What follows belongs to an exercise in optimizing a design on an open flow for small area and a short achievable clock period; a production flow would make more cautious choices.
No run shown here included a check of the RTL's function; only the layout flow was run.
Power figures rest on the tool's default switching activity, not on a simulated workload.

==> flow/design.v <==
module pow_5_pipe
(
    input             clock,
    input      [17:0] n,
    output reg [17:0] n_pow_5
);
    reg [17:0] n_1;
    always @(posedge clock) n_1 <= n;
    wire [5:0] a_1 = n_1[5:0];
    wire [11:0] ho_1 = n_1[17:6];
    wire [11:0] h_1 = ho_1 + {ho_1[9:0], 2'b00};
    wire [63:0] f_t_dec = 64'd1 << a_1;
    wire f_t_4 = |(f_t_dec & 64'h8282282882822828);
    wire f_t_5 = |(f_t_dec & 64'hc46eec466ec446ec);
    wire f_t_6 = |(f_t_dec & 64'h604ae2e04acae048);
    wire f_t_7 = |(f_t_dec & 64'h468aec2ae6a04688);
    wire f_t_8 = |(f_t_dec & 64'hce440a0864e40880);
    wire f_t_9 = |(f_t_dec & 64'h428ecaac0e42a640);
    wire f_t_10 = |(f_t_dec & 64'h3654f0901094de70);
    wire f_t_11 = |(f_t_dec & 64'h106e786ef40a3060);
    wire f_t_12 = |(f_t_dec & 64'h561646a0b8b4c840);
    wire f_t_13 = |(f_t_dec & 64'h9c3a7c9a28c26a00);
    wire f_t_14 = |(f_t_dec & 64'h8854120cec3c1a80);
    wire f_t_15 = |(f_t_dec & 64'h2988e390f95eb700);
    wire f_t_16 = |(f_t_dec & 64'hf7b0aa4e070ab400);
    wire f_t_17 = |(f_t_dec & 64'he5c2ef3058e09800);
    wire [63:0] a1_t_dec = 64'd1 << a_1;
    wire a1_t_4 = |(a1_t_dec & 64'h6c6c6c6c6c6c6c6c);
    wire a1_t_5 = |(a1_t_dec & 64'haa00aa00aa00aa0);
    wire a1_t_6 = |(a1_t_dec & 64'h2a0280a82a0280a8);
    wire a1_t_7 = |(a1_t_dec & 64'h8a08aaaa20a200);
    wire a1_t_8 = |(a1_t_dec & 64'hbc5094589ef8bed0);
    wire a1_t_9 = |(a1_t_dec & 64'h826e6e00a8666420);
    wire a1_t_10 = |(a1_t_dec & 64'hac66828cc2aae440);
    wire a1_t_11 = |(a1_t_dec & 64'hc44c0ea26c0c2a80);
    wire [63:0] a2_t_dec = 64'd1 << a_1;
    wire a2_t_3 = |(a2_t_dec & 64'hee44ee44ee44ee44);
    wire a2_t_4 = |(a2_t_dec & 64'he04a4ae0e04a4ae0);
    wire [31:0] h2_t_dec = 32'd1 << ho_1[4:0];
    wire h2_t_3 = |(h2_t_dec & 32'h28282828);
    wire h2_t_4 = |(h2_t_dec & 32'h1ab01ab0);
    reg [5:0] a_2;
    reg [11:0] h_2;
    reg f_2_4;
    reg f_2_5;
    reg f_2_6;
    reg f_2_7;
    reg f_2_8;
    reg f_2_9;
    reg f_2_10;
    reg f_2_11;
    reg f_2_12;
    reg f_2_13;
    reg f_2_14;
    reg f_2_15;
    reg f_2_16;
    reg f_2_17;
    reg a1_2_4;
    reg a1_2_5;
    reg a1_2_6;
    reg a1_2_7;
    reg a1_2_8;
    reg a1_2_9;
    reg a1_2_10;
    reg a1_2_11;
    reg a2_2_3;
    reg a2_2_4;
    reg h2_2_3;
    reg h2_2_4;
    always @(posedge clock) begin
        a_2 <= a_1;
        h_2 <= h_1;
        f_2_4 <= f_t_4;
        f_2_5 <= f_t_5;
        f_2_6 <= f_t_6;
        f_2_7 <= f_t_7;
        f_2_8 <= f_t_8;
        f_2_9 <= f_t_9;
        f_2_10 <= f_t_10;
        f_2_11 <= f_t_11;
        f_2_12 <= f_t_12;
        f_2_13 <= f_t_13;
        f_2_14 <= f_t_14;
        f_2_15 <= f_t_15;
        f_2_16 <= f_t_16;
        f_2_17 <= f_t_17;
        a1_2_4 <= a1_t_4;
        a1_2_5 <= a1_t_5;
        a1_2_6 <= a1_t_6;
        a1_2_7 <= a1_t_7;
        a1_2_8 <= a1_t_8;
        a1_2_9 <= a1_t_9;
        a1_2_10 <= a1_t_10;
        a1_2_11 <= a1_t_11;
        a2_2_3 <= a2_t_3;
        a2_2_4 <= a2_t_4;
        h2_2_3 <= h2_t_3;
        h2_2_4 <= h2_t_4;
    end
    wire w1 = ((a_2[0] & a_2[1]));
    wire w2 = ((a_2[0] & a_2[2]));
    wire w3 = ((a_2[0] & a_2[3]));
    wire w4 = a_2[0] & h_2[0];
    wire w5 = a_2[0] & h_2[1];
    wire w6 = a_2[0] & h_2[2];
    wire w7 = a_2[0] & h_2[3];
    wire w8 = a_2[0] & h_2[4];
    wire w9 = a_2[0] & h_2[5];
    wire w10 = a_2[0] & h_2[6];
    wire w11 = a_2[0] & h_2[7];
    wire w12 = a_2[0] & h_2[8];
    wire w13 = a_2[0] & h_2[9];
    wire w14 = a_2[0] & h_2[10];
    wire w15 = a_2[0] & h_2[11];
    wire w16 = a1_2_4 & h_2[0];
    wire w17 = a1_2_4 & h_2[1];
    wire w18 = a1_2_4 & h_2[2];
    wire w19 = a1_2_4 & h_2[3];
    wire w20 = a1_2_4 & h_2[4];
    wire w21 = a1_2_4 & h_2[5];
    wire w22 = a1_2_4 & h_2[6];
    wire w23 = a1_2_4 & h_2[7];
    wire w24 = a1_2_5 & h_2[0];
    wire w25 = a1_2_5 & h_2[1];
    wire w26 = a1_2_5 & h_2[2];
    wire w27 = a1_2_5 & h_2[3];
    wire w28 = a1_2_5 & h_2[4];
    wire w29 = a1_2_5 & h_2[5];
    wire w30 = a1_2_5 & h_2[6];
    wire w31 = a1_2_6 & h_2[0];
    wire w32 = a1_2_6 & h_2[1];
    wire w33 = a1_2_6 & h_2[2];
    wire w34 = a1_2_6 & h_2[3];
    wire w35 = a1_2_6 & h_2[4];
    wire w36 = a1_2_6 & h_2[5];
    wire w37 = a1_2_7 & h_2[0];
    wire w38 = a1_2_7 & h_2[1];
    wire w39 = a1_2_7 & h_2[2];
    wire w40 = a1_2_7 & h_2[3];
    wire w41 = a1_2_7 & h_2[4];
    wire w42 = a1_2_8 & h_2[0];
    wire w43 = a1_2_8 & h_2[1];
    wire w44 = a1_2_8 & h_2[2];
    wire w45 = a1_2_8 & h_2[3];
    wire w46 = a1_2_9 & h_2[0];
    wire w47 = a1_2_9 & h_2[1];
    wire w48 = a1_2_9 & h_2[2];
    wire w49 = a1_2_10 & h_2[0];
    wire w50 = a1_2_10 & h_2[1];
    wire w51 = a1_2_11 & h_2[0];
    wire w52 = a_2[0] & h_2[0];
    wire w53 = ((~h_2[0] & h_2[1]));
    wire w54 = a_2[0] & w53;
    wire w55 = a_2[0] & h2_2_3;
    wire w56 = a_2[0] & h2_2_4;
    wire w57 = ((a_2[0] & a_2[1]));
    wire w58 = w57 & h_2[0];
    wire w59 = ((~h_2[0] & h_2[1]));
    wire w60 = w57 & w59;
    wire w61 = w57 & h2_2_3;
    wire w62 = ((a_2[0] & ~a_2[2]));
    wire w63 = w62 & h_2[0];
    wire w64 = ((~h_2[0] & h_2[1]));
    wire w65 = w62 & w64;
    wire w66 = a2_2_3 & h_2[0];
    wire w67 = a2_2_4 & h_2[0];
    wire w68 = f_2_6 ^ w4;
    wire w69 = f_2_6 & w4;
    wire w70 = f_2_7 ^ w5 ^ w69;
    wire w71 = (f_2_7 & w5) | (f_2_7 & w69) | (w5 & w69);
    wire w72 = f_2_8 ^ w6 ^ w71;
    wire w73 = (f_2_8 & w6) | (f_2_8 & w71) | (w6 & w71);
    wire w74 = f_2_10 ^ w8 ^ w16;
    wire w75 = (f_2_10 & w8) | (f_2_10 & w16) | (w8 & w16);
    wire w76 = f_2_11 ^ w9 ^ w17;
    wire w77 = (f_2_11 & w9) | (f_2_11 & w17) | (w9 & w17);
    wire w78 = w24 ^ w75 ^ w76;
    wire w79 = (w24 & w75) | (w24 & w76) | (w75 & w76);
    wire w80 = f_2_12 ^ w10 ^ w18;
    wire w81 = (f_2_12 & w10) | (f_2_12 & w18) | (w10 & w18);
    wire w82 = w25 ^ w31 ^ w77;
    wire w83 = (w25 & w31) | (w25 & w77) | (w31 & w77);
    wire w84 = w80 ^ w79 ^ w82;
    wire w85 = (w80 & w79) | (w80 & w82) | (w79 & w82);
    wire w86 = f_2_13 ^ w11 ^ w19;
    wire w87 = (f_2_13 & w11) | (f_2_13 & w19) | (w11 & w19);
    wire w88 = w26 ^ w32 ^ w37;
    wire w89 = (w26 & w32) | (w26 & w37) | (w32 & w37);
    wire w90 = w52 ^ w81 ^ w86;
    wire w91 = (w52 & w81) | (w52 & w86) | (w81 & w86);
    wire w92 = w88 ^ w83 ^ w90;
    wire w93 = (w88 & w83) | (w88 & w90) | (w83 & w90);
    wire w94 = f_2_14 ^ w12 ^ w20;
    wire w95 = (f_2_14 & w12) | (f_2_14 & w20) | (w12 & w20);
    wire w96 = w27 ^ w33 ^ w38;
    wire w97 = (w27 & w33) | (w27 & w38) | (w33 & w38);
    wire w98 = w42 ^ w58 ^ w87;
    wire w99 = (w42 & w58) | (w42 & w87) | (w58 & w87);
    wire w100 = w89 ^ w94 ^ w96;
    wire w101 = (w89 & w94) | (w89 & w96) | (w94 & w96);
    wire w102 = w91 ^ w98 ^ w100;
    wire w103 = (w91 & w98) | (w91 & w100) | (w98 & w100);
    wire w104 = f_2_15 ^ w13 ^ w21;
    wire w105 = (f_2_15 & w13) | (f_2_15 & w21) | (w13 & w21);
    wire w106 = w28 ^ w34 ^ w39;
    wire w107 = (w28 & w34) | (w28 & w39) | (w34 & w39);
    wire w108 = w43 ^ w46 ^ w54;
    wire w109 = (w43 & w46) | (w43 & w54) | (w46 & w54);
    wire w110 = w63 ^ w95 ^ w97;
    wire w111 = (w63 & w95) | (w63 & w97) | (w95 & w97);
    wire w112 = w104 ^ w106 ^ w108;
    wire w113 = (w104 & w106) | (w104 & w108) | (w106 & w108);
    wire w114 = w99 ^ w101 ^ w110;
    wire w115 = (w99 & w101) | (w99 & w110) | (w101 & w110);
    wire w116 = f_2_16 ^ w14 ^ w22;
    wire w117 = (f_2_16 & w14) | (f_2_16 & w22) | (w14 & w22);
    wire w118 = w29 ^ w35 ^ w40;
    wire w119 = (w29 & w35) | (w29 & w40) | (w35 & w40);
    wire w120 = w44 ^ w47 ^ w49;
    wire w121 = (w44 & w47) | (w44 & w49) | (w47 & w49);
    wire w122 = w55 ^ w60 ^ w66;
    wire w123 = (w55 & w60) | (w55 & w66) | (w60 & w66);
    wire w124 = w105 ^ w107 ^ w109;
    wire w125 = (w105 & w107) | (w105 & w109) | (w107 & w109);
    wire w126 = w116 ^ w118 ^ w120;
    wire w127 = (w116 & w118) | (w116 & w120) | (w118 & w120);
    wire w128 = w122 ^ w111 ^ w113;
    wire w129 = (w122 & w111) | (w122 & w113) | (w111 & w113);
    wire w130 = f_2_17 ^ w15 ^ w23;
    wire w131 = w30 ^ w36 ^ w41;
    wire w132 = w45 ^ w48 ^ w50;
    wire w133 = w51 ^ w56 ^ w61;
    wire w134 = w65 ^ w67 ^ w117;
    wire w135 = w119 ^ w121 ^ w123;
    wire w136 = w130 ^ w131 ^ w132;
    wire w137 = w133 ^ w125 ^ w127;
    wire w138 = w134 ^ w135 ^ w136;
    reg [28:0] t_3;
    always @(posedge clock) begin
        t_3[0] <= a_2[0];
        t_3[1] <= w1;
        t_3[2] <= w2;
        t_3[3] <= w3;
        t_3[4] <= f_2_4;
        t_3[5] <= f_2_5;
        t_3[6] <= w68;
        t_3[7] <= w70;
        t_3[8] <= w72;
        t_3[9] <= f_2_9;
        t_3[10] <= w7;
        t_3[11] <= w73;
        t_3[12] <= w74;
        t_3[13] <= w78;
        t_3[14] <= w84;
        t_3[15] <= w85;
        t_3[16] <= w92;
        t_3[17] <= w93;
        t_3[18] <= w102;
        t_3[19] <= w112;
        t_3[20] <= w103;
        t_3[21] <= w114;
        t_3[22] <= w124;
        t_3[23] <= w126;
        t_3[24] <= w115;
        t_3[25] <= w128;
        t_3[26] <= w129;
        t_3[27] <= w137;
        t_3[28] <= w138;
    end
    wire w139 = t_3[9] ^ t_3[10] ^ t_3[11];
    wire w140 = (t_3[9] & t_3[10]) | (t_3[9] & t_3[11]) | (t_3[10] & t_3[11]);
    wire w141 = t_3[19] ^ t_3[20] ^ t_3[21];
    wire w142 = (t_3[19] & t_3[20]) | (t_3[19] & t_3[21]) | (t_3[20] & t_3[21]);
    wire w143 = t_3[22] ^ t_3[23] ^ t_3[24];
    wire w144 = (t_3[22] & t_3[23]) | (t_3[22] & t_3[24]) | (t_3[23] & t_3[24]);
    wire w145 = t_3[25] ^ w142 ^ w143;
    wire w146 = (t_3[25] & w142) | (t_3[25] & w143) | (w142 & w143);
    wire w147 = t_3[26] ^ t_3[27];
    wire w148 = t_3[28] ^ w147;
    wire w149 = w148 ^ w144;
    wire w150 = w149 ^ w146;
    wire [11:0] s0 = {1'b0, w145, w141, t_3[17], t_3[15], t_3[14], t_3[13], t_3[12], w139, t_3[8], t_3[7], t_3[6]};
    wire [11:0] s1 = {1'b0, 1'b0, 1'b0, t_3[18], t_3[16], 1'b0, 1'b0, w140, 1'b0, 1'b0, 1'b0, 1'b0};
    wire [11:0] sum = s0 + s1;
    always @(posedge clock) n_pow_5 <= {sum[11] ^ w150, sum[10:0], t_3[5], t_3[4], t_3[3], t_3[2], t_3[1], t_3[0]};
endmodule
==> flow/run.sh <==
#!/bin/bash
# synth_recipe.tcl (not shown) runs the flow's synth.tcl, then flattens the netlist and writes it again
# the make line also repeats each setting of config.mk as NAME=value (left out here)
make -C /OpenROAD-flow-scripts/flow DESIGN_CONFIG=/design/flow/config.mk WORK_HOME=/design/flow/orfs CLKGATE_MAP_FILE= SYNTH_SCRIPT=/design/flow/synth_recipe.tcl finish
==> flow/config.mk <==
export PLATFORM = sky130hd
export DESIGN_NAME = pow_5_pipe
export DESIGN_NICKNAME = pow_5_pipe
export VERILOG_FILES = /design/flow/design.v
export SDC_FILE = /design/flow/constraint.sdc
export NUM_CORES = 4
export LEC_CHECK = 0
export CAP_MARGIN = 20
export CORE_MARGIN = 2
export CORE_UTILIZATION = 40
export CTS_BUF_LIST = sky130_fd_sc_hd__clkbuf_4 sky130_fd_sc_hd__clkbuf_8
export CTS_CLUSTER_DIAMETER = 60
export CTS_CLUSTER_SIZE = 40
export PLACE_DENSITY = 0.75
export SETUP_SLACK_MARGIN = 4.2
export SLEW_MARGIN = 20
==> flow/constraint.sdc <==
create_clock -name core_clock -period 6.4 [get_ports {clock}]
set_input_delay 1.2800 -clock core_clock [delete_from_list [all_inputs] [get_ports {clock}]]
set_output_delay 1.2800 -clock core_clock [all_outputs]
set_load 0.01 [all_outputs]
==> flow_metrics.py, run 1 <==
metrics = {
    "logic_synthesis": {
        "yosysWarnings": 1,
        "async_reset_ff_share_pct": 0,
        "synth_cell_type_count": 49,
        "synth_seq_cells": 107,
        "dominantRegCellSynth": "dfxtp_1",
        "yosysSeqAreaShare_pct": 39.6,
        "avgSynthCellArea_um2": 9.10,
        "synth_area_um2": 5410,
        "synth_cells": 594,
        "synth_edf_count": 0,
        "syn-num-nets": 662,
    },
    "clock_network": {
        "ctsRootBufferMaster": "clkbuf_8",
        "cts_tree": "done",
        "path_clk_slew_ns": 0.10,
        "numCtsBuffers": 9,
        "hold_buffers": 0,
        "clockBufferDepth": 2,
        "cts.sinks": 107,
        "clock_latency_ns": 0.39,
        "cts_max_level": 3,
    },
    "power_and_ir_drop": {
        "vdd_drop_max_uv": 113,
        "powerDensity_nw_per_um2": 307,
        "finalPower_w": 0.00187,
        "p_leak_nw": 2.58,
    },
    "finish": {
        "fin_cells": 800,
        "drive_above_1_share_pct": 12.3,
        "layout_common_cells": "dfxtp_1 (94), nand2_1 (75), inv_1 (44), o21ai_0 (44), a21oi_1 (35)",
        "diodes": 0,
        "nets": 687,
        "area_delta_synth_final_pct": 12.8,
        "final_common_cell": "dfxtp_1",
    },
    "placement": {
        "dp.cells": 777,
        "hpwl_um": 8560,
        "io_buffers": 36,
        "gp_congestion": 0.920,
    },
    "global_routing": {
        "grtUsageTotal_pct": 17.6,
        "grt_first_pass_wirelength_um": 19900,
        "grt_pass1_vias": 4097,
        "antenna_found_initial": 0,
        "grt_max_degree": 71,
        "grt.overflow.total": 0,
    },
    "worst_setup_path": {
        "critPathKind": "reg -> reg",
        "cp.arrival_ns": 2.54,
        "end_kind": "register",
        "critPathSlowestCell": "fa_1",
        "cp_slowest_stage_delay_ns": 0.52,
        "cp.required_ns": 6.73,
        "critPathMaxFanout": 5,
        "cpMostUsedCell": "fa_1",
        "path_cells": "nand2_1 -> fa_1 -> fa_1 -> inv_1 -> fa_1",
        "start_kind": "register",
    },
    "sta": {
        "fmax_mhz": 453,
        "rsz0062_at_grt": "true",
        "skew_ns": 0.0202,
        "period_minus_slack_ns": 2.21,
        "final.period_utilization_pct": 34.5,
        "final-hold-violation-count": 0,
        "setup-tns-final_ns": 0,
        "maxSlewViolCount": 0,
        "relSlewSlack_pct": 59.8,
        "setup_viol": 0,
        "worst_pin_slew_ns": 0.603,
    },
    "die": {
        "dieArea_um2": 14500,
        "ios": 37,
        "core_um2": 13200,
        "die_height_um": 120,
        "start_util_pct": 40.8,
        "rows": 42,
        "die_w_um": 120,
    },
    "flow_run": {
        "maxCapViolations": 0,
    },
    "route": {
        "drt_wl_total_um": 12300,
        "drt_iter0_drc": 351,
        "dr.pass1.iters": 5,
        "drc": 0,
        "vias_per_cell": 5.18,
        "avgRoutedWirePerCell_um": 15.3,
        "vias": 4143,
        "antenna_left": 0,
    },
    "worst_hold_path": {
        "min_path_type": "reg -> reg",
    },
    "run_status": {
        "outcome": "no timing/DRC/antenna violations",
    },
}
logic make-up (layout without fill, tap and decap cells):
| logic type | Yosys count | after routing | synth area share [%] |
|---|---|---|---|
| mux | 2 | 2 | 0.370 |
| flops | 107 | 107 | 39.6 |
| compound gates | 139 | 139 | 16.1 |
| simple gates | 169 | 169 | 14.1 |
| xor+xnor | 45 | 45 | 7.29 |
| fa+ha+maj | 49 | 49 | 16.2 |
| buf+inv | 83 | 113 | 6.29 |
metal layers:
| layer | track usage [%] | wire length, um | vias up |
|---|---|---|---|
| met5 | 0 | 0 | - |
| met2 | 29.8 | 6000 | 132 |
| met3 | 3.40 | 604 | 31 |
| li1 | - | - | 2024 |
| met4 | 9.16 | 414 | 0 |
| met1 | 21.3 | 5250 | 1956 |
area by class of cell:
| type | count | area (um^2) |
|---|---|---|
| fill | 1263 | 7140 |
| tap | 176 | 220 |
| inverter | 48 | 185 |
| multi-input combinational | 404 | 2970 |
| timing repair buffer | 49 | 370 |
| sequential | 107 | 2170 |
| clock buffer | 12 | 153 |
| clock inverter | 4 | 33.8 |
worst paths after layout:
kind                              from    endpoint  slack, ns  depth (start not counted)
worst max-delay path            h_2[4]     t_3[18]       4.19                          5
worst max register to register  h_2[4]     t_3[18]       4.19                          5
worst min-delay path            t_3[6]  n_pow_5[6]       0.33                          0
worst min register to register  t_3[6]  n_pow_5[6]       0.33                          0
critical path, delay by kind of cell (launching register included):
family | cells | cell delay [ns]
fa+ha+maj | 3 | 1.52
flops | 1 | 0.46
simple gates | 1 | 0.12
buf+inv | 1 | 0.06
state kept, by name (all words and copies together), names as in the netlist, 4 cells and up:
register and count:
n_pow_5 18, a_2 4, n_1 18, h_2 12, t_3 29
Yosys cell counts, drive strengths merged, types with 3 or more instances:
| cell type | number | area [um^2] |
|---|---|---|
| a211oi | 3 | 22.5 |
| a21o | 6 | 45.0 |
| a21oi | 35 | 175 |
| a221o | 3 | 30.0 |
| a22o | 3 | 26.3 |
| a22oi | 3 | 22.5 |
| a31oi | 5 | 31.3 |
| and2 | 20 | 125 |
| buf | 19 | 100 |
| clkbuf | 16 | 60.1 |
| dfxtp | 107 | 2140 |
| fa | 35 | 701 |
| ha | 14 | 175 |
| inv | 46 | 173 |
| nand2 | 78 | 293 |
| nand2b | 6 | 37.5 |
| nand3 | 11 | 55.1 |
| nor2 | 34 | 130 |
| nor2b | 12 | 75.1 |
| nor3 | 3 | 15.0 |
| o211ai | 4 | 30.0 |
| o21ai | 45 | 225 |
| o221ai | 8 | 70.1 |
| o22ai | 9 | 56.3 |
| xnor2 | 34 | 298 |
| xor2 | 11 | 96.3 |
metrics by stage:
step	utilization, %	setup WS (ns)	hold slack [ns]	instance area, um^2
2_1_floorplan	-	4.20	0.310	5440
3_3_place_gp	44.4	4.06	0.310	5880
3_5_place_dp	44.4	3.99	0.312	5880
4_1_cts	45.6	4.20	0.333	6040
5_1_grt	46.1	4.12	0.338	6100
6_report	46.1	4.19	0.331	6100
power breakdown:
| group | leakage, nW | switching (W) | internal, W | total (W) |
|---|---|---|---|---|
| logic | 1.58 | 0.000316 | 0.000292 | 0.000609 |
| clock network | 0.0940 | 0.000231 | 0.000164 | 0.000395 |
| registers | 0.902 | 0.0000660 | 0.000804 | 0.000870 |
repair_timing:
action                     4_1_cts  5_1_grt
resized for setup               91       12
setup endpoints to repair       32       17
pin swaps                        4        8
setup buffers                    5        2
==> inputs of run 2 (changes only) <==
==> flow/flow/run.sh (new file) <==
#!/bin/bash
set -o pipefail
export BUFFER_PORTS_ARGS="-buffer_cell sky130_fd_sc_hd__buf_1"
export CTS_ARGS="-sink_clustering_enable -repair_clock_nets -dont_use_dummy_load -sink_clustering_size 40 -sink_clustering_max_diameter 60 -buf_list {sky130_fd_sc_hd__clkbuf_4 sky130_fd_sc_hd__clkbuf_8}"
bash standard.sh finish > standard.log 2>&1
==> flow/standard.sh (new file) <==
#!/bin/bash
# synth_recipe.tcl (not shown) runs the flow's synth.tcl, then flattens the netlist and writes it again
# the make line also repeats each setting of config.mk as NAME=value (left out here)
make -C /OpenROAD-flow-scripts/flow DESIGN_CONFIG=/design/flow/config.mk WORK_HOME=/design/flow/orfs CLKGATE_MAP_FILE= SYNTH_SCRIPT=/design/flow/synth_recipe.tcl "${@:-finish}"
removed: flow/run.sh
==> flow_metrics.py, run 2 <==
metrics = {
    "sta": {
        "rsz0062_at_grt": "true",
        "setup_viol": 0,
        "final-hold-violation-count": 0,
        "worst_pin_slew_ns": 0.613,
        "maxSlewViolCount": 0,
        "whs_ns": 0.334,
        "skew_ns": 0.0339,
        "fmax_mhz": 453,
        "relSlewSlack_pct": 59.1,
        "final.period_utilization_pct": 34.5,
        "period_minus_slack_ns": 2.21,
        "setup-tns-final_ns": 0,
    },
    "logic_synthesis": {
        "yosysTopAreaCell": "dfxtp_1",
        "synth_edf_count": 0,
        "yosysWarnings": 1,
        "dominantRegCellSynth": "dfxtp_1",
        "synth_area_um2": 5410,
        "synth_cells": 594,
        "async_reset_ff_share_pct": 0,
        "synth_cell_type_count": 49,
        "synth_seq_cells": 107,
        "avgSynthCellArea_um2": 9.10,
        "synth.area.top_cells": "dfxtp_1 (40%), fa_1 (13%), xnor2_1 (5.5%)",
        "yosysTopAreaCellShare_pct": 39.6,
        "yosysSeqAreaShare_pct": 39.6,
        "synth_most_common_cell": "dfxtp_1",
        "syn-num-nets": 662,
        "synthTopCellsByCount": "dfxtp_1 (107), nand2_1 (78), inv_1 (46)",
    },
    "die": {
        "die_height_um": 120,
        "start_util_pct": 40.8,
        "dieArea_um2": 14500,
        "die_w_um": 120,
        "ios": 37,
        "rows": 42,
        "core_um2": 13200,
    },
    "route": {
        "vias": 3989,
        "met1_length_um": 4890,
        "drc": 0,
        "dr.max_layer_used": "met4",
        "drt_iter0_drc": 398,
        "wl_met3_um": 530,
        "wl_met2_um": 5230,
        "drt_wl_total_um": 10900,
        "antenna_left": 0,
        "vias_per_cell": 5.01,
        "dr.pass1.iters": 5,
        "avgRoutedWirePerCell_um": 13.6,
    },
    "run_status": {
        "outcome": "no timing/DRC/antenna violations",
    },
    "clock_network": {
        "ctsRootBufferMaster": "clkbuf_8",
        "clockBufferDepth": 2,
        "cts_tree": "done",
        "cts_max_level": 3,
        "numCtsBuffers": 9,
        "cts.sinks": 107,
        "hold_buffers": 0,
        "clock_latency_ns": 0.37,
        "path_clk_slew_ns": 0.10,
    },
    "worst_setup_path": {
        "cpMostUsedCell": "fa_1",
        "cp.arrival_ns": 2.44,
        "cp.required_ns": 6.63,
        "critPathSlowestCell": "fa_1",
        "end_kind": "register",
        "critical_path.top_delay_family": "adder cells",
        "reg2reg_from": "a_2[0]",
        "critPathKind": "reg -> reg",
        "reg2reg_depth": 6,
        "cp_slowest_stage_delay_ns": 0.56,
        "critPathMaxFanout": 7,
        "r2r_setup_slack_ns": 4.19,
        "reg2reg_to": "t_3[18]",
        "critPathBufInv": 2,
        "start_kind": "register",
        "path_cells": "buf_6 -> nand2_2 -> fa_1 -> fa_1 -> inv_2 -> fa_1",
    },
    "finish": {
        "final_common_cell": "dfxtp_1",
        "layout_common_cells": "dfxtp_1 (94), nand2_1 (75), inv_1 (44)",
        "design_area_um2": 5960,
        "fin_cells": 797,
        "largest-register": "t_3",
        "reg_top3": "t_3 x29, n_1 x18, n_pow_5 x18",
        "area_delta_synth_final_pct": 10.1,
        "diodes": 0,
        "largest_reg_flops": 29,
        "drive_above_1_share_pct": 9.66,
        "nets": 691,
    },
    "global_routing": {
        "antenna_found_initial": 0,
        "grt_first_pass_wirelength_um": 18200,
        "grt_max_degree": 71,
        "grt.overflow.total": 0,
        "grtUsageTotal_pct": 15.9,
        "grt_pass1_vias": 3800,
    },
    "placement": {
        "hpwl_um": 7550,
        "gp_congestion": 0.877,
        "dp.cells": 777,
        "dpl-instance-area_um2": 5660,
        "io_buffers": 36,
    },
    "flow_run": {
        "maxCapViolations": 0,
    },
    "power_and_ir_drop": {
        "p_leak_nw": 2.48,
        "vdd_drop_max_uv": 94.9,
        "powerDensity_nw_per_um2": 299,
    },
    "worst_hold_path": {
        "hp-start": "t_3[1]",
        "min_path_type": "reg -> reg",
        "hold_end": "n_pow_5[1]",
        "hold_depth": 0,
    },
}
[run 2: cell count changes in the layout (fill, tap and decap cells not counted), moves of 2 or more]
cell             change
buf_1               +34
buf_2               -19
clkdlybuf4s50_1     -18
buf_4                +5
dfxtp_2              -3
dfxtp_4              +3
clkbuf_2             +2
clkbuf_4             -2
clkinv_4             -2
[run 2: stage by stage]
| step | worst slack (ns) | power [W] | utilization [%] |
|---|---|---|---|
| after floorplan | 4.20 | 0.00133 | - |
| after global placement | 4.05 | 0.00144 | 42.7 |
| after detailed placement | 4.00 | 0.00146 | 42.7 |
| after CTS | 4.20 | 0.00179 | 44.1 |
| after global routing | 4.12 | 0.00193 | 45.0 |
| final | 4.19 | 0.00178 | 45.0 |
[run 2: timing repair]
item                       in CTS  in global routing
cloned                          0                  0
pin swaps                       3                 12
gates resized for setup        11                 27
setup endpoints to repair      10                 21
buffers inserted                6                  5
[run 2: final cells by class]
cell class              instances  area [um^2]
clock buffers                   9          124
fillers                      1325         7290
inverters                      48          188
multi-input cells             404         2980
flip-flops and latches        107         2180
well taps                     176          220
repair buffers                 53          270
[run 2: kinds of logic after synthesis]
family,after synthesis,synth area share [%]
buffers and inverters,83,6.29
adders and majority gates,49,16.2
muxes,2,0.370
DFF,107,39.6
xor gates and xnor gates,45,7.29
and+or+nand+nor,169,14.1
AOI/OAI and AO/OA,139,16.1
[run 2: worst max path at each step]
stage | start | end | slack [ns] | cells after the start
global route | a_2[0] | t_3[18] | 4.12 | 6
CTS | a_2[0] | t_3[25] | 4.20 | 7
floorplan | a_2[0] | t_3[16] | 4.20 | 7
global placement | a_2[0] | t_3[25] | 4.05 | 7
finish | a_2[0] | t_3[18] | 4.19 | 6
detailed placement | a_2[0] | t_3[25] | 4.00 | 7
[run 2: where the power goes]
| group | total (W) | switching [W] | internal [W] |
|---|---|---|---|
| registers | 0.000871 | 0.0000659 | 0.000805 |
| logic | 0.000589 | 0.000309 | 0.000280 |
| clock network | 0.000322 | 0.000195 | 0.000127 |
[run 2: layer usage]
metal / GRT usage [%] / vias to the layer above
met5: 0 / -
met4: 6.10 / 0
met3: 3.40 / 16
met2: 25.8 / 120
li1: - / 2018
met1: 20.8 / 1835
[run 2: worst reg2reg max path, stage by stage (launching register included)]
cell and delay, ns:
dfxtp_4 0.41, buf_6 0.11, nand2_2 0.04, fa_1 0.46, fa_1 0.56, inv_2 0.04
fa_1 0.44
==> inputs of run 3 (changes only) <==
--- a/flow/design.v
+++ b/flow/design.v
@@ -188,54 +188,49 @@
     wire w89 = (w26 & w32) | (w26 & w37) | (w32 & w37);
     wire w90 = w52 ^ w81 ^ w86;
     wire w91 = (w52 & w81) | (w52 & w86) | (w81 & w86);
-    wire w92 = w88 ^ w83 ^ w90;
-    wire w93 = (w88 & w83) | (w88 & w90) | (w83 & w90);
-    wire w94 = f_2_14 ^ w12 ^ w20;
-    wire w95 = (f_2_14 & w12) | (f_2_14 & w20) | (w12 & w20);
-    wire w96 = w27 ^ w33 ^ w38;
-    wire w97 = (w27 & w33) | (w27 & w38) | (w33 & w38);
-    wire w98 = w42 ^ w58 ^ w87;
-    wire w99 = (w42 & w58) | (w42 & w87) | (w58 & w87);
-    wire w100 = w89 ^ w94 ^ w96;
-    wire w101 = (w89 & w94) | (w89 & w96) | (w94 & w96);
-    wire w102 = w91 ^ w98 ^ w100;
-    wire w103 = (w91 & w98) | (w91 & w100) | (w98 & w100);
-    wire w104 = f_2_15 ^ w13 ^ w21;
-    wire w105 = (f_2_15 & w13) | (f_2_15 & w21) | (w13 & w21);
-    wire w106 = w28 ^ w34 ^ w39;
-    wire w107 = (w28 & w34) | (w28 & w39) | (w34 & w39);
-    wire w108 = w43 ^ w46 ^ w54;
-    wire w109 = (w43 & w46) | (w43 & w54) | (w46 & w54);
-    wire w110 = w63 ^ w95 ^ w97;
-    wire w111 = (w63 & w95) | (w63 & w97) | (w95 & w97);
-    wire w112 = w104 ^ w106 ^ w108;
-    wire w113 = (w104 & w106) | (w104 & w108) | (w106 & w108);
-    wire w114 = w99 ^ w101 ^ w110;
-    wire w115 = (w99 & w101) | (w99 & w110) | (w101 & w110);
-    wire w116 = f_2_16 ^ w14 ^ w22;
-    wire w117 = (f_2_16 & w14) | (f_2_16 & w22) | (w14 & w22);
-    wire w118 = w29 ^ w35 ^ w40;
-    wire w119 = (w29 & w35) | (w29 & w40) | (w35 & w40);
-    wire w120 = w44 ^ w47 ^ w49;
-    wire w121 = (w44 & w47) | (w44 & w49) | (w47 & w49);
-    wire w122 = w55 ^ w60 ^ w66;
-    wire w123 = (w55 & w60) | (w55 & w66) | (w60 & w66);
-    wire w124 = w105 ^ w107 ^ w109;
-    wire w125 = (w105 & w107) | (w105 & w109) | (w107 & w109);
-    wire w126 = w116 ^ w118 ^ w120;
-    wire w127 = (w116 & w118) | (w116 & w120) | (w118 & w120);
-    wire w128 = w122 ^ w111 ^ w113;
-    wire w129 = (w122 & w111) | (w122 & w113) | (w111 & w113);
-    wire w130 = f_2_17 ^ w15 ^ w23;
-    wire w131 = w30 ^ w36 ^ w41;
-    wire w132 = w45 ^ w48 ^ w50;
-    wire w133 = w51 ^ w56 ^ w61;
-    wire w134 = w65 ^ w67 ^ w117;
-    wire w135 = w119 ^ w121 ^ w123;
-    wire w136 = w130 ^ w131 ^ w132;
-    wire w137 = w133 ^ w125 ^ w127;
-    wire w138 = w134 ^ w135 ^ w136;
-    reg [28:0] t_3;
+    wire w92 = f_2_14 ^ w12 ^ w20;
+    wire w93 = (f_2_14 & w12) | (f_2_14 & w20) | (w12 & w20);
+    wire w94 = w27 ^ w33 ^ w38;
+    wire w95 = (w27 & w33) | (w27 & w38) | (w33 & w38);
+    wire w96 = w42 ^ w58 ^ w87;
+    wire w97 = (w42 & w58) | (w42 & w87) | (w58 & w87);
+    wire w98 = w89 ^ w92 ^ w94;
+    wire w99 = (w89 & w92) | (w89 & w94) | (w92 & w94);
+    wire w100 = f_2_15 ^ w13 ^ w21;
+    wire w101 = (f_2_15 & w13) | (f_2_15 & w21) | (w13 & w21);
+    wire w102 = w28 ^ w34 ^ w39;
+    wire w103 = (w28 & w34) | (w28 & w39) | (w34 & w39);
+    wire w104 = w43 ^ w46 ^ w54;
+    wire w105 = (w43 & w46) | (w43 & w54) | (w46 & w54);
+    wire w106 = w63 ^ w93 ^ w95;
+    wire w107 = (w63 & w93) | (w63 & w95) | (w93 & w95);
+    wire w108 = w100 ^ w102 ^ w104;
+    wire w109 = (w100 & w102) | (w100 & w104) | (w102 & w104);
+    wire w110 = w97 ^ w99 ^ w106;
+    wire w111 = (w97 & w99) | (w97 & w106) | (w99 & w106);
+    wire w112 = f_2_16 ^ w14 ^ w22;
+    wire w113 = (f_2_16 & w14) | (f_2_16 & w22) | (w14 & w22);
+    wire w114 = w29 ^ w35 ^ w40;
+    wire w115 = (w29 & w35) | (w29 & w40) | (w35 & w40);
+    wire w116 = w44 ^ w47 ^ w49;
+    wire w117 = (w44 & w47) | (w44 & w49) | (w47 & w49);
+    wire w118 = w55 ^ w60 ^ w66;
+    wire w119 = (w55 & w60) | (w55 & w66) | (w60 & w66);
+    wire w120 = w101 ^ w103 ^ w105;
+    wire w121 = (w101 & w103) | (w101 & w105) | (w103 & w105);
+    wire w122 = w112 ^ w114 ^ w116;
+    wire w123 = (w112 & w114) | (w112 & w116) | (w114 & w116);
+    wire w124 = w118 ^ w107 ^ w109;
+    wire w125 = (w118 & w107) | (w118 & w109) | (w107 & w109);
+    wire w126 = f_2_17 ^ w15 ^ w23;
+    wire w127 = w30 ^ w36 ^ w41;
+    wire w128 = w45 ^ w48 ^ w50;
+    wire w129 = w51 ^ w56 ^ w61;
+    wire w130 = w65 ^ w67 ^ w113;
+    wire w131 = w115 ^ w117 ^ w119;
+    wire w132 = w126 ^ w127 ^ w128;
+    wire w133 = w129 ^ w121 ^ w123;
+    reg [32:0] t_3;
     always @(posedge clock) begin
         t_3[0] <= a_2[0];
         t_3[1] <= w1;
@@ -252,35 +247,45 @@
         t_3[12] <= w74;
         t_3[13] <= w78;
         t_3[14] <= w84;
-        t_3[15] <= w85;
-        t_3[16] <= w92;
-        t_3[17] <= w93;
-        t_3[18] <= w102;
-        t_3[19] <= w112;
-        t_3[20] <= w103;
-        t_3[21] <= w114;
-        t_3[22] <= w124;
-        t_3[23] <= w126;
-        t_3[24] <= w115;
-        t_3[25] <= w128;
-        t_3[26] <= w129;
-        t_3[27] <= w137;
-        t_3[28] <= w138;
+        t_3[15] <= w88;
+        t_3[16] <= w83;
+        t_3[17] <= w90;
+        t_3[18] <= w85;
+        t_3[19] <= w91;
+        t_3[20] <= w96;
+        t_3[21] <= w98;
+        t_3[22] <= w108;
+        t_3[23] <= w110;
+        t_3[24] <= w120;
+        t_3[25] <= w122;
+        t_3[26] <= w111;
+        t_3[27] <= w124;
+        t_3[28] <= w130;
+        t_3[29] <= w131;
+        t_3[30] <= w132;
+        t_3[31] <= w125;
+        t_3[32] <= w133;
     end
-    wire w139 = t_3[9] ^ t_3[10] ^ t_3[11];
-    wire w140 = (t_3[9] & t_3[10]) | (t_3[9] & t_3[11]) | (t_3[10] & t_3[11]);
-    wire w141 = t_3[19] ^ t_3[20] ^ t_3[21];
-    wire w142 = (t_3[19] & t_3[20]) | (t_3[19] & t_3[21]) | (t_3[20] & t_3[21]);
-    wire w143 = t_3[22] ^ t_3[23] ^ t_3[24];
-    wire w144 = (t_3[22] & t_3[23]) | (t_3[22] & t_3[24]) | (t_3[23] & t_3[24]);
-    wire w145 = t_3[25] ^ w142 ^ w143;
-    wire w146 = (t_3[25] & w142) | (t_3[25] & w143) | (w142 & w143);
-    wire w147 = t_3[26] ^ t_3[27];
-    wire w148 = t_3[28] ^ w147;
-    wire w149 = w148 ^ w144;
-    wire w150 = w149 ^ w146;
-    wire [11:0] s0 = {1'b0, w145, w141, t_3[17], t_3[15], t_3[14], t_3[13], t_3[12], w139, t_3[8], t_3[7], t_3[6]};
-    wire [11:0] s1 = {1'b0, 1'b0, 1'b0, t_3[18], t_3[16], 1'b0, 1'b0, w140, 1'b0, 1'b0, 1'b0, 1'b0};
+    wire w134 = t_3[9] ^ t_3[10] ^ t_3[11];
+    wire w135 = (t_3[9] & t_3[10]) | (t_3[9] & t_3[11]) | (t_3[10] & t_3[11]);
+    wire w136 = t_3[15] ^ t_3[16] ^ t_3[17];
+    wire w137 = (t_3[15] & t_3[16]) | (t_3[15] & t_3[17]) | (t_3[16] & t_3[17]);
+    wire w138 = t_3[19] ^ t_3[20] ^ t_3[21];
+    wire w139 = (t_3[19] & t_3[20]) | (t_3[19] & t_3[21]) | (t_3[20] & t_3[21]);
+    wire w140 = t_3[22] ^ t_3[23] ^ w139;
+    wire w141 = (t_3[22] & t_3[23]) | (t_3[22] & w139) | (t_3[23] & w139);
+    wire w142 = t_3[24] ^ t_3[25] ^ t_3[26];
+    wire w143 = (t_3[24] & t_3[25]) | (t_3[24] & t_3[26]) | (t_3[25] & t_3[26]);
+    wire w144 = t_3[27] ^ w142 ^ w141;
+    wire w145 = (t_3[27] & w142) | (t_3[27] & w141) | (w142 & w141);
+    wire w146 = t_3[28] ^ t_3[29];
+    wire w147 = t_3[30] ^ t_3[31];
+    wire w148 = t_3[32] ^ w146;
+    wire w149 = w147 ^ w148;
+    wire w150 = w143 ^ w149;
+    wire w151 = w150 ^ w145;
+    wire [11:0] s0 = {1'b0, w144, w140, w137, t_3[18], t_3[14], t_3[13], t_3[12], w134, t_3[8], t_3[7], t_3[6]};
+    wire [11:0] s1 = {1'b0, 1'b0, 1'b0, w138, w136, 1'b0, 1'b0, w135, 1'b0, 1'b0, 1'b0, 1'b0};
     wire [11:0] sum = s0 + s1;
-    always @(posedge clock) n_pow_5 <= {sum[11] ^ w150, sum[10:0], t_3[5], t_3[4], t_3[3], t_3[2], t_3[1], t_3[0]};
+    always @(posedge clock) n_pow_5 <= {sum[11] ^ w151, sum[10:0], t_3[5], t_3[4], t_3[3], t_3[2], t_3[1], t_3[0]};
 endmodule
==> flow/run.sh (new file) <==
#!/bin/bash
# synth_recipe.tcl (not shown) runs the flow's synth.tcl, then flattens the netlist and writes it again
# the make line also repeats each setting of config.mk as NAME=value (left out here)
make -C /OpenROAD-flow-scripts/flow DESIGN_CONFIG=/design/flow/config.mk WORK_HOME=/design/flow/orfs CLKGATE_MAP_FILE= SYNTH_SCRIPT=/design/flow/synth_recipe.tcl finish
removed: flow/flow/run.sh
removed: flow/standard.sh
==> flow_metrics.py, run 3 <==
metrics = {
    "clock_network": {
        "clockBufferDepth": 2,
        "path_clk_slew_ns": 0.10,
        "cts.sinks": 111,
        "ctsRootBufferMaster": "clkbuf_8",
        "numCtsBuffers": 9,
        "cts_max_level": 3,
        "cts_tree": "done",
        "hold_buffers": 0,
        "clock_latency_ns": 0.38,
    },
    "power_and_ir_drop": {
        "p_clk_share_pct": 21.7,
        "switching_share_pct": 32.1,
        "p_comb_share_pct": 31.4,
        "vdd_drop_max_uv": 127,
        "power_frac_seq_pct": 46.9,
        "p_leak_nw": 2.61,
        "p_switching_w": 0.000621,
        "powerDensity_nw_per_um2": 310,
        "intPower_w": 0.00131,
    },
    "die": {
        "dieArea_um2": 15000,
        "die_w_um": 122,
        "ios": 37,
        "core_um2": 13800,
        "start_util_pct": 40.6,
        "rows": 43,
        "die_height_um": 122,
    },
    "global_routing": {
        "grtUsageTotal_pct": 17.9,
        "antenna_found_initial": 0,
        "grt_pass1_vias": 4091,
        "grt.overflow.total": 0,
        "grt_max_degree": 66,
        "grt_first_pass_wirelength_um": 20700,
    },
    "route": {
        "vias": 4243,
        "vias_per_cell": 5.24,
        "drt_iter0_drc": 426,
        "avgRoutedWirePerCell_um": 15.7,
        "antenna_left": 0,
        "drc": 0,
        "drt_wl_total_um": 12700,
        "dr.pass1.iters": 5,
    },
    "worst_setup_path": {
        "cp.arrival_ns": 2.41,
        "critPathMaxFanout": 5,
        "start_kind": "register",
        "reg2reg_from": "h_2[1]",
        "critPathBufInv": 2,
        "path_cells": "buf_4 -> nand2_1 -> fa_1 -> fa_1 -> inv_1 -> fa_1",
        "critPathKind": "reg -> reg",
        "cp.required_ns": 6.67,
        "end_kind": "register",
        "cpMostUsedCell": "fa_1",
        "cp_slowest_stage_delay_ns": 0.51,
        "critPathSlowestCell": "fa_1",
        "critical_path.top_delay_family": "adder cells",
        "setup.worst_path.start": "h_2[1]",
    },
    "finish": {
        "nets": 692,
        "diodes": 0,
        "area_delta_synth_final_pct": 11.6,
        "drive_above_1_share_pct": 11.8,
        "design_area_um2": 6250,
        "largest_reg_flops": 33,
        "multi_input_area_um2": 3030,
        "final_common_cell": "dfxtp_1",
        "reg_top3": "t_3 x33, n_1 x18, n_pow_5 x18",
        "nFillCells": 1377,
        "layout_common_cells": "dfxtp_1 (101), nand2_1 (62), inv_1 (43)",
        "regArea_um2": 2240,
        "largest-register": "t_3",
    },
    "logic_synthesis": {
        "yosysTopAreaCell": "dfxtp_1",
        "avgSynthCellArea_um2": 9.33,
        "synth_seq_cells": 111,
        "synth_cell_type_count": 54,
        "syn-num-nets": 668,
        "synth_area_um2": 5600,
        "synth_cells": 600,
        "yosysWarnings": 1,
        "synth.area.top_cells": "dfxtp_1 (40%), fa_1 (13%), xnor2_1 (4.7%)",
        "async_reset_ff_share_pct": 0,
        "synth_edf_count": 0,
        "synth_most_common_cell": "dfxtp_1",
        "synthTopCellsByCount": "dfxtp_1 (111), nand2_1 (63), inv_1 (47)",
        "yosysTopAreaCellShare_pct": 39.7,
        "dominantRegCellSynth": "dfxtp_1",
        "yosysSeqAreaShare_pct": 39.7,
    },
    "sta": {
        "final-hold-violation-count": 0,
        "period_minus_slack_ns": 2.14,
        "setup-tns-final_ns": 0,
        "worst_pin_slew_ns": 0.634,
        "whs_ns": 0.335,
        "rsz0062_at_grt": "true",
        "skew_ns": 0.0105,
        "maxSlewViolCount": 0,
        "fmax_mhz": 467,
        "relSlewSlack_pct": 57.7,
        "final.period_utilization_pct": 33.4,
        "setup_viol": 0,
    },
    "run_status": {
        "outcome": "no timing/DRC/antenna violations",
    },
    "placement": {
        "gp_congestion": 0.936,
        "dpl-instance-area_um2": 6020,
        "hpwl_um": 8730,
        "io_buffers": 36,
    },
    "flow_run": {
        "maxCapViolations": 0,
    },
    "worst_hold_path": {
        "hp-start": "t_3[1]",
        "min_path_type": "reg -> reg",
    },
}
-- run 3: changes by cell type after synthesis, sizes merged, moves of 5 or more --
| cell | before | now |
|---|---|---|
| nand2 | 78 | 65 |
| o21ai | 45 | 34 |
| buf | 19 | 27 |
| clkbuf | 16 | 8 |
| nor3 | 3 | 11 |
| a211oi | 3 | 9 |
| nand3 | 11 | 6 |
| o22ai | 9 | 14 |
-- run 3: area by class of cell --
cell class	instances	share of cell area (%)
clock buffers	13	2.86
clock inverters	3	0.381
inverters	48	3.00
multi-input cells	406	48.5
flip-flops and latches	111	35.9
well taps	180	3.61
repair buffers	47	5.61
repair inverters	1	0.0801
-- run 3: power groups by stage --
stage	registers (W)	logic, W	clock network [W]
final	0.000907	0.000607	0.000420
after global routing	0.000921	0.000690	0.000460
after CTS	0.000909	0.000601	0.000436
after detailed placement	0.000927	0.000630	0
after global placement	0.000923	0.000606	0
after floorplan	0.000914	0.000454	0
-- run 3: through the flow --
step | instances | worst slack (ns) | util (%) | total power, W
5_1_grt | 809 | 4.15 | 45.4 | 0.00207
2_1_floorplan | 600 | 4.20 | - | 0.00137
4_1_cts | 802 | 4.17 | 44.6 | 0.00195
6_report | 809 | 4.26 | 45.4 | 0.00193
3_3_place_gp | 785 | 3.86 | 43.7 | 0.00153
3_5_place_dp | 785 | 3.81 | 43.7 | 0.00156
-- run 3: path summary, 6_finish.rpt --
path	endpoint	slack, ns	cells after the start
setup / recovery	t_3[23]	4.26	6
hold reg to reg	n_pow_5[1]	0.33	0
setup reg to reg	t_3[23]	4.26	6
hold / removal	n_pow_5[1]	0.33	0
-- run 3: per-layer routing --
| metal | part of all wire (%) | track usage, % | routed length, um |
|---|---|---|---|
| met1 | 44 | 24.3 | 5640 |
| met2 | 46 | 28.2 | 5900 |
| met3 | 6.9 | 3.30 | 873 |
| met4 | 2.6 | 7.33 | 325 |
| met5 | 0 | 0 | 0 |
-- run 3: what timing repair did --
| item | 4_1_cts | 5_1_grt |
|---|---|---|
| endpoints found under the setup margin | 27 | 15 |
| resized for setup | 77 | 19 |
| pin swaps | 0 | 6 |
| cloned | 0 | 1 |
| buffers inserted | 1 | 6 |
-- run 3: logic make-up after synthesis --
| group | count (synthesis) | synth area share (%) |
|---|---|---|
| multiplexers | 2 | 0.358 |
| buffers and inverters | 83 | 6.75 |
| XOR/XNOR | 44 | 6.88 |
| adder cells (fa/ha/maj) | 49 | 15.6 |
| AND/OR/NAND/NOR | 169 | 14.4 |
| AO/OA/AOI/OAI | 142 | 16.2 |
| flip-flops | 111 | 39.7 |
==> inputs of run 4 (changes only) <==
--- a/flow/config.mk
+++ b/flow/config.mk
@@ -11,6 +11,6 @@
 export CTS_BUF_LIST = sky130_fd_sc_hd__clkbuf_4 sky130_fd_sc_hd__clkbuf_8
 export CTS_CLUSTER_DIAMETER = 60
 export CTS_CLUSTER_SIZE = 40
-export PLACE_DENSITY = 0.75
-export SETUP_SLACK_MARGIN = 4.2
+export PLACE_DENSITY = 0.7
+export SETUP_SLACK_MARGIN = 4.25
 export SLEW_MARGIN = 20
==> flow_metrics.py, run 4 <==
metrics = {
    "clock_network": {
        "ctsRootBufferMaster": "clkbuf_8",
        "cts_max_level": 3,
        "cts_tree": "done",
        "numCtsBuffers": 9,
        "hold_buffers": 0,
        "path_clk_slew_ns": 0.11,
        "clockBufferDepth": 2,
        "cts.sinks": 111,
        "clock_latency_ns": 0.39,
    },
    "worst_setup_path": {
        "critPathMaxFanout": 1,
        "critPathKind": "reg -> out",
        "path_cells": "buf_2",
        "critPathBufInv": 1,
        "reg2reg_depth": 6,
        "critical_path.top_delay_family": "flip-flops",
        "setup.worst_path.start": "n_pow_5[0]",
        "cp.depth": 1,
        "r2r_setup_slack_ns": 4.30,
        "reg2reg_from": "n_1[1]",
        "start_kind": "register",
        "end_kind": "output pin",
        "cp.required_ns": 5.12,
        "critPathSlowestCell": "dfxtp_1",
        "cp_slowest_stage_delay_ns": 0.32,
        "cp.arrival_ns": 0.83,
    },
    "flow_run": {
        "maxCapViolations": 0,
    },
    "route": {
        "vias_per_cell": 5.23,
        "antenna_left": 0,
        "avgRoutedWirePerCell_um": 15.3,
        "drt_iter0_drc": 434,
        "drt_wl_total_um": 12500,
        "vias": 4258,
        "drc": 0,
        "dr.pass1.iters": 5,
    },
    "run_status": {
        "outcome": "no timing/DRC/antenna violations",
    },
    "sta": {
        "setup-tns-final_ns": 0,
        "worst_pin_slew_ns": 0.647,
        "final.period_utilization_pct": 32.9,
        "final-hold-violation-count": 0,
        "relSlewSlack_pct": 56.3,
        "skew_ns": 0.0190,
        "setup_viol": 0,
        "fmax_mhz": 475,
        "worst_slack_ns": 4.29,
        "rsz0062_at_grt": "false",
        "maxSlewViolCount": 0,
        "period_minus_slack_ns": 2.11,
    },
    "power_and_ir_drop": {
        "p_clk_share_pct": 23.2,
        "vdd_drop_max_uv": 134,
        "power_frac_seq_pct": 45.6,
        "p_switching_w": 0.000620,
        "p_leak_nw": 2.65,
        "intPower_w": 0.00136,
        "switching_share_pct": 31.3,
        "p_comb_share_pct": 31.2,
        "powerDensity_nw_per_um2": 314,
        "finalPower_w": 0.00198,
    },
    "finish": {
        "largest-register": "t_3",
        "drive_above_1_share_pct": 12.9,
        "area_delta_synth_final_pct": 12.9,
        "largest_reg_flops": 33,
        "reg_top3": "t_3 x33, n_1 x18, n_pow_5 x18",
        "nets": 698,
        "final_common_cell": "dfxtp_1",
        "diodes": 0,
        "layout_common_cells": "dfxtp_1 (97), nand2_1 (62), inv_1 (44)",
    },
    "worst_hold_path": {
        "min_path_type": "reg -> reg",
        "hp-start": "f_2_4",
        "hold_depth": 0,
    },
    "placement": {
        "pre_cts_ws_ns": 3.73,
        "gp_congestion": 0.864,
        "io_buffers": 36,
        "hpwl_um": 8580,
    },
    "logic_synthesis": {
        "synth_area_um2": 5600,
        "syn-num-nets": 668,
        "synth_cell_type_count": 54,
        "yosysTopAreaCellShare_pct": 39.7,
        "dominantRegCellSynth": "dfxtp_1",
        "synth_seq_cells": 111,
        "synth_edf_count": 0,
        "yosysTopAreaCell": "dfxtp_1",
        "synth_cells": 600,
        "async_reset_ff_share_pct": 0,
        "avgSynthCellArea_um2": 9.33,
        "synthTopCellsByCount": "dfxtp_1 (111), nand2_1 (63), inv_1 (47)",
        "synth_most_common_cell": "dfxtp_1",
        "yosysSeqAreaShare_pct": 39.7,
        "yosysWarnings": 1,
        "synth.area.top_cells": "dfxtp_1 (40%), fa_1 (13%), xnor2_1 (4.7%)",
    },
    "die": {
        "die_height_um": 122,
        "start_util_pct": 40.6,
        "dieArea_um2": 15000,
        "rows": 43,
        "die_w_um": 122,
        "core_um2": 13800,
        "ios": 37,
    },
    "global_routing": {
        "grt_max_degree": 66,
        "grtUsageTotal_pct": 17.5,
        "grt_first_pass_wirelength_um": 20200,
        "antenna_found_initial": 0,
        "grt.overflow.total": 0,
        "grt_pass1_vias": 4134,
    },
}
==> run 4: cell counts after synthesis <==
Identical to the previous run, type by type.
==> run 4: final timing paths <==
| kind | endpoint |
|---|---|
| worst min-delay path | t_3[4] |
| worst max register to register | f_2_11 |
| worst min register to register | t_3[4] |
| worst max-delay path | n_pow_5[0] |
==> run 4: power groups by stage <==
| stage | Clock (W) | Sequential, W | Combinational [W] |
|---|---|---|---|
| after floorplan | 0 | 0.000914 | 0.000455 |
| after global placement | 0 | 0.000921 | 0.000614 |
| after detailed placement | 0 | 0.000924 | 0.000637 |
| after CTS | 0.000474 | 0.000905 | 0.000615 |
| after global routing | 0.000498 | 0.000918 | 0.000698 |
| final | 0.000460 | 0.000903 | 0.000619 |
==> run 4: logic make-up (layout without fill, tap and decap cells) <==
logic type | Yosys count | count (layout) | share of synthesized area, %
AOI/OAI and AO/OA | 142 | 142 | 16.2
xor gates and xnor gates | 44 | 44 | 6.88
adders and majority gates | 49 | 49 | 15.6
buffers and inverters | 83 | 117 | 6.75
DFF | 111 | 111 | 39.7
muxes | 2 | 2 | 0.358
and+or+nand+nor | 169 | 169 | 14.4
==> run 4: final cells by class <==
cell class	count	area, um^2
fill	1347	7450
timing repair buffer	53	412
clock inverter	5	81.3
multi-input combinational	406	3020
timing repair inverter	1	5.00
clock buffer	10	138
sequential	111	2250
tap	180	225
inverter	48	188
==> run 4: worst register-to-register path, stage by stage, from the launching register on <==
cell and delay [ns]:
dfxtp_1 0.32, buf_4 0.42, clkinvlp_4 0.19, buf_4 0.20
buf_4 0.16, a221o_1 0.34, a221o_1 0.34
==> run 4: layer usage <==
| layer | global-route usage, % | part of all wire, % |
|---|---|---|
| met5 | 0 | 0 |
| met4 | 8.26 | 3.0 |
| met3 | 4.09 | 6.3 |
| met2 | 27.4 | 48 |
| met1 | 22.7 | 43 |
==> run 4: repair_timing <==
| item | CTS | global route |
|---|---|---|
| gates resized for setup | 85 | 13 |
| pin swaps | 2 | 5 |
| cloned | 1 | 0 |
| setup buffers | 3 | 9 |
| setup endpoints to repair | 28 | 11 |
| hold endpoints to repair | 0 | 0 |
==> run 4: metrics by stage <==
stage               util, %  instance area, um^2  instances  hold WS (ns)
finish                 45.9                 6320        814         0.326
global route           45.9                 6320        814         0.331
CTS                    45.1                 6210        805         0.328
detailed placement     43.8                 6030        786         0.312
global placement       43.8                 6030        786         0.310
floorplan                 -                 5620        600         0.310
==> inputs of run 5 (changes only) <==
==> flow/flow/run.sh (new file) <==
#!/bin/bash
set -o pipefail
export BUFFER_PORTS_ARGS="-buffer_cell sky130_fd_sc_hd__buf_1"
export CTS_ARGS="-sink_clustering_enable -repair_clock_nets -dont_use_dummy_load -sink_clustering_size 40 -sink_clustering_max_diameter 60 -buf_list {sky130_fd_sc_hd__clkbuf_4 sky130_fd_sc_hd__clkbuf_8}"
bash standard.sh finish > standard.log 2>&1
==> flow/standard.sh (new file) <==
#!/bin/bash
# synth_recipe.tcl (not shown) runs the flow's synth.tcl, then flattens the netlist and writes it again
# the make line also repeats each setting of config.mk as NAME=value (left out here)
make -C /OpenROAD-flow-scripts/flow DESIGN_CONFIG=/design/flow/config.mk WORK_HOME=/design/flow/orfs CLKGATE_MAP_FILE= SYNTH_SCRIPT=/design/flow/synth_recipe.tcl "${@:-finish}"
--- a/flow/config.mk
+++ b/flow/config.mk
@@ -11,6 +11,6 @@
 export CTS_BUF_LIST = sky130_fd_sc_hd__clkbuf_4 sky130_fd_sc_hd__clkbuf_8
 export CTS_CLUSTER_DIAMETER = 60
 export CTS_CLUSTER_SIZE = 40
-export PLACE_DENSITY = 0.7
-export SETUP_SLACK_MARGIN = 4.25
+export PLACE_DENSITY = 0.75
+export SETUP_SLACK_MARGIN = 4.2
 export SLEW_MARGIN = 20
removed: flow/run.sh
==> flow_metrics.py, run 5 <==
metrics = {
    "logic_synthesis": {
        "yosysTopAreaCellShare_pct": 39.7,
        "yosysTopAreaCell": "dfxtp_1",
        "synth_seq_cells": 111,
        "synth.area.top_cells": "dfxtp_1 (40%), fa_1 (13%), xnor2_1 (4.7%)",
        "yosysWarnings": 1,
        "synth_cell_type_count": 54,
        "synthTopCellsByCount": "dfxtp_1 (111), nand2_1 (63), inv_1 (47)",
        "async_reset_ff_share_pct": 0,
        "dominantRegCellSynth": "dfxtp_1",
        "synth_cells": 600,
        "synth_edf_count": 0,
        "avgSynthCellArea_um2": 9.33,
        "synth_area_um2": 5600,
        "synth_most_common_cell": "dfxtp_1",
        "yosysSeqAreaShare_pct": 39.7,
        "syn-num-nets": 668,
    },
    "clock_network": {
        "clock_latency_ns": 0.39,
        "clockBufferDepth": 2,
        "path_clk_slew_ns": 0.09,
        "ctsRootBufferMaster": "clkbuf_8",
        "cts_tree": "done",
        "cts_max_level": 3,
        "numCtsBuffers": 9,
        "cts.sinks": 111,
    },
    "die": {
        "dieArea_um2": 15000,
        "start_util_pct": 40.6,
        "die_w_um": 122,
        "rows": 43,
        "ios": 37,
        "die_height_um": 122,
        "core_um2": 13800,
    },
    "finish": {
        "final_common_cell": "dfxtp_1",
        "diodes": 0,
        "largest_reg_flops": 33,
        "layout_common_cells": "dfxtp_1 (101), nand2_1 (63), inv_1 (45)",
        "area_delta_synth_final_pct": 7.80,
        "largest-register": "t_3",
        "nFillCells": 1364,
        "reg_top3": "t_3 x33, n_1 x18, n_pow_5 x18",
        "regArea_um2": 2240,
        "multi_input_area_um2": 3020,
        "drive_above_1_share_pct": 8.01,
        "nets": 694,
    },
    "global_routing": {
        "antenna_found_initial": 0,
        "grt_first_pass_wirelength_um": 18800,
        "grtUsageTotal_pct": 16.2,
        "grt_max_degree": 66,
        "grt.overflow.total": 0,
        "grt_pass1_vias": 3787,
    },
    "worst_hold_path": {
        "hold_end": "n_pow_5[1]",
        "min_path_type": "reg -> reg",
        "hold_depth": 0,
        "hp-start": "t_3[1]",
    },
    "route": {
        "dr.pass1.iters": 5,
        "vias_per_cell": 5.18,
        "antenna_left": 0,
        "drt_iter0_drc": 483,
        "drt_wl_total_um": 11400,
        "avgRoutedWirePerCell_um": 14.1,
        "drc": 0,
        "vias": 4162,
    },
    "worst_setup_path": {
        "reg2reg_depth": 7,
        "reg2reg_from": "h_2[1]",
        "reg2reg_to": "t_3[27]",
        "r2r_setup_slack_ns": 4.24,
        "cp.arrival_ns": 2.42,
        "critPathMaxFanout": 4,
        "critPathKind": "reg -> reg",
        "cp.required_ns": 6.67,
        "end_kind": "register",
        "start_kind": "register",
    },
    "placement": {
        "hpwl_um": 7850,
        "io_buffers": 36,
        "gp_congestion": 0.914,
    },
    "power_and_ir_drop": {
        "p_leak_nw": 2.49,
        "finalPower_w": 0.00182,
        "powerDensity_nw_per_um2": 301,
        "vdd_drop_max_uv": 138,
    },
    "sta": {
        "rsz0062_at_grt": "true",
        "maxSlewViolCount": 0,
        "period_minus_slack_ns": 2.16,
        "fmax_mhz": 464,
        "relSlewSlack_pct": 58.8,
        "skew_ns": 0.0245,
        "final-hold-violation-count": 0,
        "setup_viol": 0,
        "final.period_utilization_pct": 33.7,
        "setup-tns-final_ns": 0,
        "worst_pin_slew_ns": 0.618,
    },
    "run_status": {
        "outcome": "no timing/DRC/antenna violations",
    },
    "flow_run": {
        "maxCapViolations": 0,
    },
}
## run 5: cell counts after synthesis
No cell type changed its count.
## run 5: cell families (layout without fill, tap and decap cells)
kind of cell | count (synthesis) | in the layout | synth area share (%)
AND/OR/NAND/NOR | 169 | 169 | 14.4
XOR/XNOR | 44 | 44 | 6.88
multiplexers | 2 | 2 | 0.358
buffers and inverters | 83 | 107 | 6.75
flip-flops | 111 | 111 | 39.7
AO/OA/AOI/OAI | 142 | 142 | 16.2
adder cells (fa/ha/maj) | 49 | 49 | 15.6
## run 5: how the worst max path moves through the flow
stage	from	end	slack (ns)	cells after the start
after CTS	h_2[1]	t_3[27]	4.20	7
after floorplan	a_2[0]	t_3[14]	4.20	8
after detailed placement	a_2[0]	t_3[27]	3.81	7
final	h_2[1]	t_3[27]	4.24	7
after global placement	a_2[0]	t_3[27]	3.86	7
after global routing	a_2[0]	t_3[27]	4.12	7
## run 5: worst max-delay path: stages (launching register included)
cell     delay (ns)
dfxtp_4        0.37
nand2_1        0.09
nor2_2         0.11
inv_1          0.07
fa_1           0.54
inv_1          0.06
fa_2           0.35
fa_1           0.48
## run 5: through the flow
stage	instance area [um^2]	hold WS [ns]	setup WS [ns]	std cells	util, %
after floorplan	5620	0.310	4.20	600	-
after global placement	5800	0.311	3.86	786	42.1
after global routing	6030	0.349	4.12	804	43.8
final	6030	0.334	4.24	804	43.8
after CTS	5960	0.337	4.20	799	43.3
after detailed placement	5800	0.312	3.81	786	42.1
## run 5: final cells by class
class                           count  area share, %
Clock buffer                        9           2.05
Sequential cell                   111           37.2
Inverter                           48           3.11
Multi-Input combinational cell    406           50.0
Tap cell                          180           3.73
Timing Repair inverter              1         0.0829
Timing Repair Buffer               49           3.90
## run 5: layer usage
metal  part of all wire (%)  track usage, %  vias up
li1                       -               -     2049
met1                     44            21.7     1896
met2                     45            24.5      193
met3                    7.3            3.95       24
met4                    2.9            7.54        0
met5                      0               0        -
## run 5: power by group
group          internal, W  switching (W)
sequential        0.000832      0.0000732
combinational     0.000281       0.000306
clock             0.000126       0.000198
## run 5: what timing repair did
item                       CTS  global route
cloned                       0             1
pin swaps                    1             2
resized for setup            7            14
setup endpoints to repair    8            14
setup buffers                4             4
hold endpoints to repair     0             0
hold buffers                 0             0

-- afterwards: timing with drivers on the ports --
In the flow no input, the clock included, has a driving cell. The finished layouts below were timed again as built, in two steps.
Step 1: set_driving_cell puts a clkbuf_16 on clock and a buf_2 on each other input, an assumption about the parent block.
Step 2 times the ports against the registers' clock, not the clock port: input delays grow and output delays shrink by t, the midpoint of the rising clock arrivals with the driver on.
Slacks: ideal / step 1 / step 2; pairs: ideal / step 1.
run | shift t [ns] | setup WS [ns] | worst data-port slew with drivers (ns)
run 1 | 0.419 | 4.195 / 4.195 / 4.195 | 0.04
run 2 | 0.394 | 4.193 / 4.193 / 4.193 | 0.03
run 3 | 0.413 | 4.260 / 4.251 / 4.260 | 0.04
run 4 | 0.414 | 4.293 / 4.256 / 4.297 | 0.04
run 5 | 0.407 | 4.245 / 4.226 / 4.245 | 0.04
After both steps every run listed still meets setup and hold.
